This design comes from an exercise in tuning for small area, a short achievable clock period and few clock cycles per item on the open sky130 flow, not from production work. In this exercise RTL edits were held to simulation tests only and were not proved equivalent to the original.

sierra:
// hash
module hash (
    input  logic         clk,
    input  logic         rst_n,
    input  logic         rx_valid,
    input  logic [7:0]   rx_data,
    output logic         hash_done,
    output logic [255:0] fin_hash
);
==> flow/config.mk <==
export PLATFORM = sky130hd
export DESIGN_NAME = hash
export DESIGN_NICKNAME = hash
export VERILOG_FILES = /design/flow/design.v
export SDC_FILE = /design/flow/constraint.sdc
export NUM_CORES = 4
export LEC_CHECK = 0
export CAP_MARGIN = 20
export CORE_MARGIN = 2
export CORE_UTILIZATION = 55
export CTS_BUF_LIST = sky130_fd_sc_hd__clkbuf_16
export CTS_CLUSTER_DIAMETER = 80
export CTS_CLUSTER_SIZE = 20
export SLEW_MARGIN = 20
export TNS_END_PERCENT = 5
==> flow/constraint.sdc <==
create_clock -name core_clock -period 11.0 [get_ports {clk}]
set_input_delay 2.2000 -clock core_clock [delete_from_list [all_inputs] [get_ports {clk}]]
set_output_delay 2.2000 -clock core_clock [all_outputs]
set_load 0.01 [all_outputs]
standard.sh (not shown) runs the stock make flow with config.mk's settings and CLKGATE_MAP_FILE= SYNTH_SCRIPT=/design/flow/synth_recipe.tcl, a recipe that flattens the netlist after the stock synthesis.
==> flow/flow/run.sh <==
#!/bin/bash
# Standard ORFS layout, with setup repair aimed below the clock period and
# small port buffers.
set -euo pipefail
bash standard.sh SETUP_SLACK_MARGIN=6.0 'BUFFER_PORTS_ARGS=-buffer_cell sky130_fd_sc_hd__buf_1' finish > orfs_flow.log 2>&1
sierra: full flow OK, the timing, DRC and antenna checks passed
Testbench counts of sierra, summed over its fixed seeds: cycles 16,640, items 192.
### sierra -> pepper
Settings: clearing CTS_CLUSTER_DIAMETER, which used to be 80; swapping sky130_fd_sc_hd__clkbuf_16 for sky130_fd_sc_hd__clkbuf_8 in CTS_BUF_LIST; clearing TNS_END_PERCENT, which used to be 5; clearing CTS_CLUSTER_SIZE, which used to be 20.
==> flow/flow/run.sh <==
#!/bin/bash
# Standard ORFS layout, with setup repair aimed below the clock period and
# small port buffers.
set -euo pipefail
bash standard.sh SETUP_SLACK_MARGIN=6.5 'BUFFER_PORTS_ARGS=-buffer_cell sky130_fd_sc_hd__buf_1' finish > orfs_flow.log 2>&1
==> comparison <==
Compared with sierra, pepper degrades via count.
pepper vs. sierra: minimum clock period after layout fell by 0.13 ns; cts-stage hold buffer count neither gained nor lost much.
Any difference in number of multi-input combinational cells between pepper and sierra is small enough to ignore.
Lower non-clock buffer count goes to sierra over pepper.
Share of the clock period used by the worst path after layout was lower in the run labelled pepper.
Diode insertion count for antenna repair is lower on sierra
Summary of pepper over sierra: tightest hold margin went down, largest net degree at the start of global routing went down.
Going from sierra to pepper, initial core utilization level, area occupied by multi-input gates moved up.
diff inputs: pepper => violet
Settings: swapping 55 for 60 in CORE_UTILIZATION; putting CTS_CLUSTER_SIZE at 20 where nothing was set; putting TNS_END_PERCENT at 5 where nothing was set; putting CTS_CLUSTER_DIAMETER at 80 where nothing was set; putting PLACE_DENSITY at 0.72 where nothing was set; swapping sky130_fd_sc_hd__clkbuf_8 for sky130_fd_sc_hd__clkbuf_16 in CTS_BUF_LIST.
==> flow/flow/run.sh <==
#!/bin/bash
# Standard ORFS layout, with setup repair aimed below the clock period and
# small port buffers.
set -euo pipefail
bash standard.sh SETUP_SLACK_MARGIN=6.0 'BUFFER_PORTS_ARGS=-buffer_cell sky130_fd_sc_hd__buf_1' finish > orfs_flow.log 2>&1
==> results.txt <==
- When the final numbers for pepper and violet were put side by side, the global-route usage turned out to be smaller in pepper.
- Across both runs, overall die width was lower for violet than for pepper.
- Average via count per standard cell: lower on pepper
- Compared with pepper, violet shows a higher post-route fraction of the period consumed by the critical path.
- Worst-case hold slack: violet vs pepper up 0.0065 ns
- Diff pepper -> violet | detailed route wirelength on metal3 | decrease of 1600 µm
- The area growth from synthesis to layout in violet was lower than what pepper gave.
- Going from pepper to violet, total length of routed wires shrank by a little under 10%.
- Non-clock buffer count is lower on violet
- Per the comparison of violet with pepper, logic depth of the worst register-to-register path lower; number of buffer and inverter instances along the worst setup path neither gained nor lost much.
[inputs] garnet vs violet
Settings: CTS_CLUSTER_SIZE no longer set, was 20; CTS_CLUSTER_DIAMETER no longer set, was 80; TNS_END_PERCENT no longer set, was 5; CORE_UTILIZATION now 55, was 60; CTS_BUF_LIST now sky130_fd_sc_hd__clkbuf_8, was sky130_fd_sc_hd__clkbuf_16; PLACE_DENSITY no longer set, was 0.72.
==> flow/flow/run.sh <==
#!/bin/bash
# Standard ORFS layout, with setup repair aimed below the clock period and
# small port buffers.
set -euo pipefail
bash standard.sh SETUP_SLACK_MARGIN=7.0 'BUFFER_PORTS_ARGS=-buffer_cell sky130_fd_sc_hd__buf_1' finish > orfs_flow.log 2>&1
Notes after the runs:
Between garnet and violet, via count is higher for garnet, violet comes in under that.
Looking only at placed standard-cell area, and setting everything else aside, the higher value of garnet and violet goes to garnet.
Diff garnet and violet: met2 usage higher in violet
Taking violet as the reference point, the hold slack of garnet falls by 0.020 ns.
The higher logic depth of the worst path, buffers included came out of garnet.
garnet vs. violet: time the final worst path needs with I/O delays and setup went down by 0.18 ns.
The launching instance or port of the critical path comes out W[15][2] in one run and e[18] in the other, namely in garnet and violet respectively.

========
## run A
hash, a different RTL version from the one above (not shown whole).
Size: ~4500 cells after synthesis, roughly 820 flip-flops, ~270 I/O pins, about 49000 um2 of cells after synthesis.
Design hash, start of the top module:
module hash (
    input  logic         clk,
    input  logic         rst_n,
    input  logic         rx_valid,
    input  logic [7:0]   rx_data,
    output logic         hash_done,
    output logic [255:0] fin_hash
);
  localparam logic [31:0] IV0 = 32'h6a09e667, IV1 = 32'hbb67ae85,
                          IV2 = 32'h3c6ef372, IV3 = 32'ha54ff53a,
                          IV4 = 32'h510e527f, IV5 = 32'h9b05688c,
                          IV6 = 32'h1f83d9ab, IV7 = 32'h5be0cd19;
  logic       recv;       
  logic       gen;        
  logic [5:0] cnt;        
  logic [5:0] w;          
  logic       wf;         
  logic       done;
  logic       fresh;      
  logic in_byte, in_term, wr, term, put, newword, shift, start, last;
  assign in_byte = rx_valid && (rx_data != 8'h0d);
  assign in_term = rx_valid && (rx_data == 8'h0d);
  assign wr      = in_byte && !gen;           
  assign term    = in_term && recv;           
  assign start   = in_byte && !recv && !gen;  
  assign put     = wr || term;                
  assign newword = (cnt[1:0] == 2'd0);
  assign last    = (w == 6'd63);
  logic r63, r62;                             
  assign r63     = wf && last;
  assign r62     = wf && (w == 6'd62);
  assign shift   = (put && newword) || (gen && !last);
  always_ff @(posedge clk or negedge rst_n)
    if (!rst_n) begin
      recv <= 1'b0;
      gen  <= 1'b0;
      cnt  <= '0;
      w    <= '0;
      wf   <= 1'b0;
      done <= 1'b0;
      fresh <= 1'b1;
    end else begin
      fresh <= 1'b0;
      done <= wf && last;
      wf   <= 1'b0;
      if (gen) begin
        if (!last) begin
          w  <= w + 6'd1;
          wf <= 1'b1;
        end else begin
          gen <= 1'b0;
          cnt <= '0;
        end
      end else if (term) begin
        recv <= 1'b0;
        gen  <= 1'b1;
        w    <= cnt[5:2];
        wf   <= 1'b1;
      end else if (wr) begin
        recv <= 1'b1;
        cnt  <= cnt + 6'd1;
        w    <= cnt[5:2];
        wf   <= (cnt[1:0] == 2'd3);
      end
    end
  logic [31:0] W [0:15];
  logic [31:0] sched, genword;
  logic [31:0] w1s, w1c, w2s, w2c;
  ...
export LEC_CHECK = 0
export CAP_MARGIN = 20
export CORE_MARGIN = 2
export CORE_UTILIZATION = 55
export CTS_BUF_LIST = sky130_fd_sc_hd__clkbuf_16
export CTS_CLUSTER_DIAMETER = 80
export CTS_CLUSTER_SIZE = 20
export SLEW_MARGIN = 20
export TNS_END_PERCENT = 5
create_clock -name core_clock -period 11.0 [get_ports {clk}]
==> flow/flow/run.sh <==
#!/bin/bash
# Standard ORFS layout, with setup repair aimed below the clock period and
# small port buffers.
set -euo pipefail
bash standard.sh SETUP_SLACK_MARGIN=7.0 'BUFFER_PORTS_ARGS=-buffer_cell sky130_fd_sc_hd__buf_1' finish > orfs_flow.log 2>&1
Testbench counts of run A, summed over its fixed seeds: cycles 16,640, items 192.
#### Input delta (run B over run A)
# run A
export LEC_CHECK = 0
export CAP_MARGIN = 20
export CORE_MARGIN = 2
export CORE_UTILIZATION = 55
export CTS_BUF_LIST = sky130_fd_sc_hd__clkbuf_16
export CTS_CLUSTER_DIAMETER = 80
export CTS_CLUSTER_SIZE = 20
export SLEW_MARGIN = 20
export TNS_END_PERCENT = 5
create_clock -name core_clock -period 11.0 [get_ports {clk}]
# run B
export LEC_CHECK = 0
export CAP_MARGIN = 20
export CORE_MARGIN = 2
export CORE_UTILIZATION = 55
export CTS_BUF_LIST = sky130_fd_sc_hd__clkbuf_16
export CTS_CLUSTER_DIAMETER = 80
export CTS_CLUSTER_SIZE = 20
export SLEW_MARGIN = 20
create_clock -name core_clock -period 11.0 [get_ports {clk}]
==> flow/flow/run.sh <==
#!/bin/bash
# Standard ORFS layout, with setup repair aimed below the clock period and
# small port buffers.
set -euo pipefail
bash standard.sh SETUP_SLACK_MARGIN=6.0 'BUFFER_PORTS_ARGS=-buffer_cell sky130_fd_sc_hd__buf_1' finish > orfs_flow.log 2>&1
Run A → run B: wire length lost about 5.3%; share of the final layout cell area in sequential cells rose 0.80 points; portion of the clock cycle consumed by the worst path in the final layout shows an increase of 0.23 points; net count of the finished layout decreased by 1.1% relative to the old numbers.
Comparing highest clock frequency the design can meet for run A and run B, the smaller number came from run B.
Startpoint of the worst setup timing path: W[15][1] -> run A, e[7] -> run B
Higher setup slack after layout was reported by run A, not run B.
Run B was carried through to the last stage, and its layout satisfied the timing, DRC and antenna checks.
The non-clock buffer count number comes out higher for run A vs run B.
What run C does differently from run B at the input level:
==> flow/flow/run.sh <==
#!/bin/bash
# Standard ORFS layout, with setup repair aimed below the clock period and
# small port buffers.
set -euo pipefail
bash standard.sh SETUP_SLACK_MARGIN=5.5 'BUFFER_PORTS_ARGS=-buffer_cell sky130_fd_sc_hd__buf_1' finish > orfs_flow.log 2>&1
==> comparison <==
Run B: all stages complete, timing, DRC and antenna checks passed
Run C: PASS, flow complete, no timing, DRC or antenna violations
Run C against run B: iteration count of the initial detailed-routing pass moved up, number of buffers and inverters on the critical path fell 1.
The final reports for run C and run B show fraction of area in non-clock buffers lower in the former.
Diff run B -> run C: source-to-sink clock delay at the later pin of the worst-skew pair essentially unchanged; setup slack down 0.22 ns; count of clock-buffer cells in the layout shows an increase of 1; number of antenna violations at the first check in global routing lost 1.
fa_1 as the highest-delay cell along the critical path was reported by run B, and dfxtp_1 by run C.
Detailed route, run C vs run B: via total lower for run C
The following lists how run D was set up differently from run C:
# run C
export LEC_CHECK = 0
export CAP_MARGIN = 20
export CORE_MARGIN = 2
export CORE_UTILIZATION = 55
export CTS_BUF_LIST = sky130_fd_sc_hd__clkbuf_16
export CTS_CLUSTER_DIAMETER = 80
export CTS_CLUSTER_SIZE = 20
export SLEW_MARGIN = 20
create_clock -name core_clock -period 11.0 [get_ports {clk}]
# run D
export LEC_CHECK = 0
export CAP_MARGIN = 20
export CORE_MARGIN = 2
export CORE_UTILIZATION = 55
export CTS_BUF_LIST = sky130_fd_sc_hd__clkbuf_8
export SLEW_MARGIN = 20
create_clock -name core_clock -period 11.0 [get_ports {clk}]
==> flow/flow/run.sh <==
#!/bin/bash
# Standard ORFS layout, with setup repair aimed below the clock period and
# small port buffers.
set -euo pipefail
bash standard.sh SETUP_SLACK_MARGIN=6.5 'BUFFER_PORTS_ARGS=-buffer_cell sky130_fd_sc_hd__buf_1' finish > orfs_flow.log 2>&1
The latest clock arrival within the worst-skew pair of run D exceeds that of run C by 0.18 ns. First-pass GRT wire length: run D worse than run C. Run D: global-route total usage across every layer higher than run C. When the final numbers for run C and run D were put side by side, the detailed-route via count turned out to be greater in run D. Data arrival at the endpoint of the critical path ended up 0.12 ns lower on run D than on run C. Summary of run D over run C: reg2reg setup slack went up 0.24 ns; fraction of area in clock buffers and inverters went up 1.5 points; routed wire length went up 6600 um.
Input changes introduced in run E (baseline for comparison: run D):
# run D
export LEC_CHECK = 0
export CAP_MARGIN = 20
export CORE_MARGIN = 2
export CORE_UTILIZATION = 55
export CTS_BUF_LIST = sky130_fd_sc_hd__clkbuf_8
export SLEW_MARGIN = 20
create_clock -name core_clock -period 11.0 [get_ports {clk}]
# run E
export LEC_CHECK = 0
export CAP_MARGIN = 20
export CORE_MARGIN = 2
export CORE_UTILIZATION = 55
export CTS_BUF_LIST = sky130_fd_sc_hd__clkbuf_16
export CTS_CLUSTER_DIAMETER = 100
export CTS_CLUSTER_SIZE = 30
export SLEW_MARGIN = 20
create_clock -name core_clock -period 11.0 [get_ports {clk}]
Findings:
Comparing run E against run D, there is no change at all in core area.
Post-layout instance area | run E below run D
Side by side, number of instances resized during post-cts repair turned out lower in run E than in run D.
In run E, the total CTS buffers came out 99 below the value in run D.

========
Another version of the RTL of hash (not shown whole).
For scale: roughly 4600 cells after synthesis, about 820 flip-flops, roughly 270 I/O pins, about 0.049 mm2 of cells after synthesis.
Settings: LEC_CHECK=0, CAP_MARGIN=20, CORE_MARGIN=2, CORE_UTILIZATION=60, CTS_BUF_LIST=sky130_fd_sc_hd__clkbuf_16, CTS_CLUSTER_DIAMETER=80, CTS_CLUSTER_SIZE=20, PLACE_DENSITY=0.72, SLEW_MARGIN=20, TNS_END_PERCENT=5; clock period 11.0 ns.
==> flow/flow/run.sh <==
#!/bin/bash
# Standard ORFS layout, with setup repair aimed below the clock period and
# small port buffers.
set -euo pipefail
bash standard.sh SETUP_SLACK_MARGIN=6.5 'BUFFER_PORTS_ARGS=-buffer_cell sky130_fd_sc_hd__buf_1' finish > orfs_flow.log 2>&1
Testbench counts at the start, summed over its fixed seeds: cycles 16,640, items 192.
Next try:
==> flow/flow/run.sh (replaced) <==
#!/bin/bash
# Standard ORFS layout, with setup repair aimed below the clock period and
# small port buffers.
set -euo pipefail
bash standard.sh SETUP_SLACK_MARGIN=7.0 'BUFFER_PORTS_ARGS=-buffer_cell sky130_fd_sc_hd__buf_1' finish > orfs_flow.log 2>&1
Outcome:
- The changed run passed the timing, DRC and antenna checks
- via count came out higher by 0.40%
- critical path depth drops by 1
- global-route usage rose by 0.40 points
- first-iteration DRC count came out lower by 3.8%
- count of clock-buffer cells in the layout does not change
- fmax stays flat
- synthesized cell count does not change
- final area went up by 1.3%
- utilization rises by 0.86 points
Next try:
==> flow/flow/run.sh (replaced) <==
#!/bin/bash
# Standard ORFS layout, with setup repair aimed below the clock period and
# small port buffers.
set -euo pipefail
bash standard.sh SETUP_SLACK_MARGIN=6.5 'BUFFER_PORTS_ARGS=-buffer_cell sky130_fd_sc_hd__buf_1' finish > orfs_flow.log 2>&1
--- a/flow/config.mk
+++ b/flow/config.mk
@@ -10,7 +10,7 @@
 export CORE_UTILIZATION = 60
 export CTS_BUF_LIST = sky130_fd_sc_hd__clkbuf_16
-export CTS_CLUSTER_DIAMETER = 80
-export CTS_CLUSTER_SIZE = 20
-export PLACE_DENSITY = 0.72
+export CTS_CLUSTER_DIAMETER = 90
+export CTS_CLUSTER_SIZE = 25
+export PLACE_DENSITY = 0.8
 export SLEW_MARGIN = 20
 export TNS_END_PERCENT = 5
Effect: Worst setup slack degrades by 0.022 ns. Fmax fell by 0.45%. Die area does not change. Sequential share of layout area grows by 0.58 points. Hold slack hardly moves.

## re-timing with driven ports
The results above use ideal ports. As a check the final layouts listed here were re-extracted and re-timed, cells and wires unchanged. Step 1 sets driving cells, clkbuf_16 on the clock port and buf_2 on the other inputs (assumed; they add their load-dependent delay and slew). Step 2, shift: input delay + t, output delay - t, t = (earliest + latest rising clock arrival at the registers) / 2. This alone moves slack from input paths to output paths. Three values: ideal ports, drivers, drivers and shift; two values: the first two.
run | t, ns | setup WS [ns] | worst hold slack (ns) | worst register clock-pin slew, ns | worst data-port slew with drivers (ns)
sierra | 0.756 | 5.992 / 5.992 / 5.513 | 0.416 / 0.416 / 0.416 | 0.09 / 0.09 | 0.10
pepper | 0.892 | 6.118 / 6.118 / 5.710 | 0.402 / 0.402 / 0.402 | 0.07 / 0.07 | 0.09
violet | 0.720 | 6.023 / 6.023 / 5.673 | 0.408 / 0.408 / 0.408 | 0.10 / 0.10 | 0.10
garnet | 0.923 | 6.202 / 6.202 / 6.176 | 0.388 / 0.388 / 0.388 | 0.09 / 0.09 | 0.10
run A | 0.736 | 5.877 / 5.877 / 5.846 | 0.401 / 0.401 / 0.401 | 0.11 / 0.11 | 0.03
run B | 0.734 | 5.851 / 5.851 / 5.732 | 0.418 / 0.418 / 0.418 | 0.09 / 0.09 | 0.04
run C | 0.732 | 5.636 / 5.636 / 5.142 | 0.414 / 0.414 / 0.414 | 0.09 / 0.09 | 0.03
run D | 0.901 | 5.878 / 5.878 / 5.790 | 0.407 / 0.407 / 0.407 | 0.07 / 0.07 | 0.10
run E | 0.709 | 5.880 / 5.880 / 5.880 | 0.419 / 0.419 / 0.419 | 0.12 / 0.12 | 0.09
the first run of note 3 | 0.724 | 6.049 / 6.049 / 5.789 | 0.406 / 0.406 / 0.406 | 0.10 / 0.10 | 0.10
the second run of note 3 | 0.722 | 6.036 / 6.036 / 5.903 | 0.412 / 0.412 / 0.412 | 0.10 / 0.10 | 0.11
the third run of note 3 | 0.723 | 6.014 / 6.014 / 5.570 | 0.415 / 0.415 / 0.415 | 0.10 / 0.10 | 0.12
After both steps every run listed still meets setup and hold. The setup slack of run C, which loses most, moves by 0.000 ns with the drivers and by -0.494 ns with both steps.
